This design comes from an exercise in tuning for small area, a short achievable clock period and few clock cycles per item on the open sky130 flow, not from production work.
In this exercise RTL edits were held to simulation tests only and were not proved equivalent to the original.
No driver is modelled on the clock port, so clock power and skew are understated where the tree is cut down; a real chip needs a root buffer or a tree.

Setup of run 5:
==> module apb_fifo, before the edit <==
module apb_fifo (
    input  wire        clk,
    input  wire        rst,
    input  wire        psel,
    input  wire [3:0]  paddr,
    input  wire [31:0] pwdata,
    input  wire        penable,
    input  wire        pwrite,
    output wire [31:0] prdata,
    output wire        pready
);
reg [31:0] mem [0:15];    
reg [15:0] vld;           
reg        wacc;          
reg [3:0]  wa;            
reg [3:0]  cnt;           
reg        rdy;           
reg        rdo;           
reg [31:0] rdq;           
wire setup = psel & ~penable;
wire full  = (cnt == 4'd15);
wire empty = (cnt == 4'd0);
wire [15:0] wsel = {16{wacc}} & (16'b1 << wa);    
always @(posedge clk or negedge rst) begin
    if (!rst) begin
        rdy  <= 1'b0;
        wacc <= 1'b0;
        cnt  <= 4'd0;
        vld  <= 16'b0;
    end else begin
        rdy  <= setup & (pwrite ? ~full : ~empty);
        wacc <= setup & pwrite & ~full;
        if (rdy)
            cnt <= pwrite ? cnt + 4'd1 : cnt - 4'd1;
        vld <= vld | wsel;
    end
end
wire [63:0] rsel;    
genvar c;
generate
    for (c = 0; c < 4; c = c + 1) begin : g_rsel
        apb_fifo_rsel u_rsel (.paddr(paddr), .vld(vld), .sel(rsel[16*c +: 16]));
    end
endgenerate
wire [31:0] rword;
genvar b, k;
generate
    for (b = 0; b < 32; b = b + 1) begin : g_rbit
        wire [7:0] t;
        wire [1:0] u;
        for (k = 0; k < 8; k = k + 1) begin : g_pair
            apb_fifo_aoi22 u_aoi (.a1(rsel[16*(b/8) + 2*k]), .a2(mem[2*k][b]),
                                  .b1(rsel[16*(b/8) + 2*k+1]), .b2(mem[2*k+1][b]), .y(t[k]));
        end
        apb_fifo_and4  u_a0 (.a(t[3:0]), .y(u[0]));
        apb_fifo_and4  u_a1 (.a(t[7:4]), .y(u[1]));
        apb_fifo_nand2 u_nd (.a(u[0]), .b(u[1]), .y(rword[b]));
    end
endgenerate
integer i;
always @(posedge clk) begin
    rdo <= setup & (pwrite ? ~full : ~empty);
    wa  <= paddr;
    for (i = 0; i < 16; i = i + 1)
        if (wsel[i])
            mem[i] <= pwdata;
    rdq <= rword;
end
assign prdata = rdq;
assign pready = rdo;
endmodule
==> flow/config.mk <==
export PLATFORM = sky130hd
export DESIGN_NAME = apb_fifo
export DESIGN_NICKNAME = apb_fifo
export VERILOG_FILES = /design/flow/design.v
export SDC_FILE = /design/flow/constraint.sdc
export NUM_CORES = 4
export LEC_CHECK = 0
export CAP_MARGIN = 20
export CORE_MARGIN = 2
export CORE_UTILIZATION = 65
export SETUP_SLACK_MARGIN = 3.1
export SLEW_MARGIN = 20
export SYNTH_HIERARCHICAL = 1
export SYNTH_MINIMUM_KEEP_SIZE = 0
export TNS_END_PERCENT = 100
==> flow/constraint.sdc <==
create_clock -name core_clock -period 5.0 [get_ports {clk}]
set_input_delay 1.0000 -clock core_clock [delete_from_list [all_inputs] [get_ports {clk}]]
set_output_delay 1.0000 -clock core_clock [all_outputs]
set_load 0.01 [all_outputs]
standard.sh (not shown) runs the stock make flow with config.mk's settings and CLKGATE_MAP_FILE= SYNTH_SCRIPT=/design/flow/synth_recipe.tcl, a recipe that flattens the netlist after the stock synthesis.
==> flow/flow/run.sh <==
#!/bin/bash
# Standard layout (bash standard.sh, all ORFS steps), with changes to clock
# tree synthesis and the timing repair that follows it:
#  - TritonCTS builds smaller sink clusters of clkbuf_8 and no dummy loads;
set -euo pipefail
here=$(pwd)
export CTS_ARGS="-sink_clustering_enable -repair_clock_nets -dont_use_dummy_load -sink_clustering_size 16 -sink_clustering_max_diameter 50 -buf_list sky130_fd_sc_hd__clkbuf_8"
# ORFS's own repair after CTS is skipped: post_cts.tcl repairs in steps instead.
export SKIP_CTS_REPAIR_TIMING=1
export FLOW_REPAIR_STEPS="${FLOW_REPAIR_STEPS:-2.5 2.6 2.7 2.8 2.85 2.9 2.95 3.0 3.05 3.1 3.15 3.2}"
export FLOW_FALLBACK_STEPS="2.5 2.6 2.7 2.8 2.9"
export FLOW_DOWNSIZE="${FLOW_DOWNSIZE-^a22oi$}"
export POST_CTS_TCL="$here/flow/post_cts.tcl"
# After global routing, post_grt.tcl repairs timing further in these steps.
export FLOW_GRT_STEPS="${FLOW_GRT_STEPS-3.12 3.15}"
export POST_GLOBAL_ROUTE_TCL="$here/flow/post_grt.tcl"
bash standard.sh > "$here/standard.log" 2>&1
Other scripts of this flow, unchanged in this note and not shown: flow/flow/post_cts.tcl, flow/flow/post_grt.tcl, flow/flow/probe.tcl, flow/flow/procs.tcl
Testbench counts of run 5, summed over its fixed seeds: cycles 6,400, transfers 3,200.
Here is what was changed in the inputs of run 4 compared with run 5.
diff --git a/flow/design.v b/flow/design.v
--- a/flow/design.v
+++ b/flow/design.v
@@ -14,7 +14,7 @@
 reg        wacc;          
 reg [3:0]  wa;            
 reg [3:0]  cnt;           
-reg        rdy;           
+reg        racc;          
 reg        rdo;           
 reg [31:0] rdq;           
 wire setup = psel & ~penable;
@@ -23,15 +23,19 @@
 wire [15:0] wsel = {16{wacc}} & (16'b1 << wa);    
 always @(posedge clk or negedge rst) begin
     if (!rst) begin
-        rdy  <= 1'b0;
+        rdo  <= 1'b0;
         wacc <= 1'b0;
+        racc <= 1'b0;
         cnt  <= 4'd0;
         vld  <= 16'b0;
     end else begin
-        rdy  <= setup & (pwrite ? ~full : ~empty);
+        rdo  <= setup & (pwrite ? ~full : ~empty);
         wacc <= setup & pwrite & ~full;
-        if (rdy)
-            cnt <= pwrite ? cnt + 4'd1 : cnt - 4'd1;
+        racc <= setup & ~pwrite & ~empty;
+        if (wacc)
+            cnt <= cnt + 4'd1;
+        else if (racc)
+            cnt <= cnt - 4'd1;
         vld <= vld | wsel;
     end
 end
@@ -59,7 +63,6 @@
 endgenerate
 integer i;
 always @(posedge clk) begin
-    rdo <= setup & (pwrite ? ~full : ~empty);
     wa  <= paddr;
     for (i = 0; i < 16; i = i + 1)
         if (wsel[i])
Findings:
Diff run 5 -> run 4: met2 track utilization from global routing went up by 2.3 points; fraction of the mapped netlist area in compound gates was more or less identical; die outline area was more or less identical; via count of the first global-routing pass went up by 0.85%; area taken by flip-flops and latches was more or less identical.
There was hardly any difference in combined area of all synthesized cells between run 4 and run 5.
Compared to run 5, run 4 has setup slack after placement 0.030 ns lower.
Summary of the comparison: slew at the pin with the worst max-slew slack is higher in run 4, relative to run 5.
Run 4: final worst-path cycle share 0.23 points above run 5
Diff run 5 -> run 4: total placed cells including tap cells ~0 delta; final critical-path setup slack fell by 0.011 ns.
Delta(tightest hold margin, run 4 - run 5) < 0
Testbench counts of run 4, summed over its fixed seeds: cycles 6,400, transfers 3,200.

## afterwards: timing with drivers on the ports
No port has a modelled driver above. Below, the same layouts with a new extraction and two added sets of constraints. Step 1 (the two cells are an assumption about what drives the block):
set clk [get_ports {clk}]
set_driving_cell -lib_cell sky130_fd_sc_hd__clkbuf_16 $clk
set_driving_cell -lib_cell sky130_fd_sc_hd__buf_2 [delete_from_list [all_inputs] $clk]
Step 2 times the ports against the registers' clock, not the clock port: input delays grow and output delays shrink by t, the midpoint of the rising clock arrivals with the driver on. Three values: ideal ports, drivers, drivers and shift; two values: the first two.
| run | t, ns | setup WS [ns] | worst slew at a driven data input, ns | cell pins on the clock port's net |
|---|---|---|---|---|
| run 5 | 0.470 | 3.101 / 3.023 / 2.691 | 0.08 | 4 |
| run 4 | 0.470 | 3.090 / 3.007 / 2.677 | 0.08 | 4 |
After both steps every run listed still meets setup and hold. For run 4, which loses most, drivers alone change the setup slack by -0.083 ns; drivers and shift together by -0.413 ns.
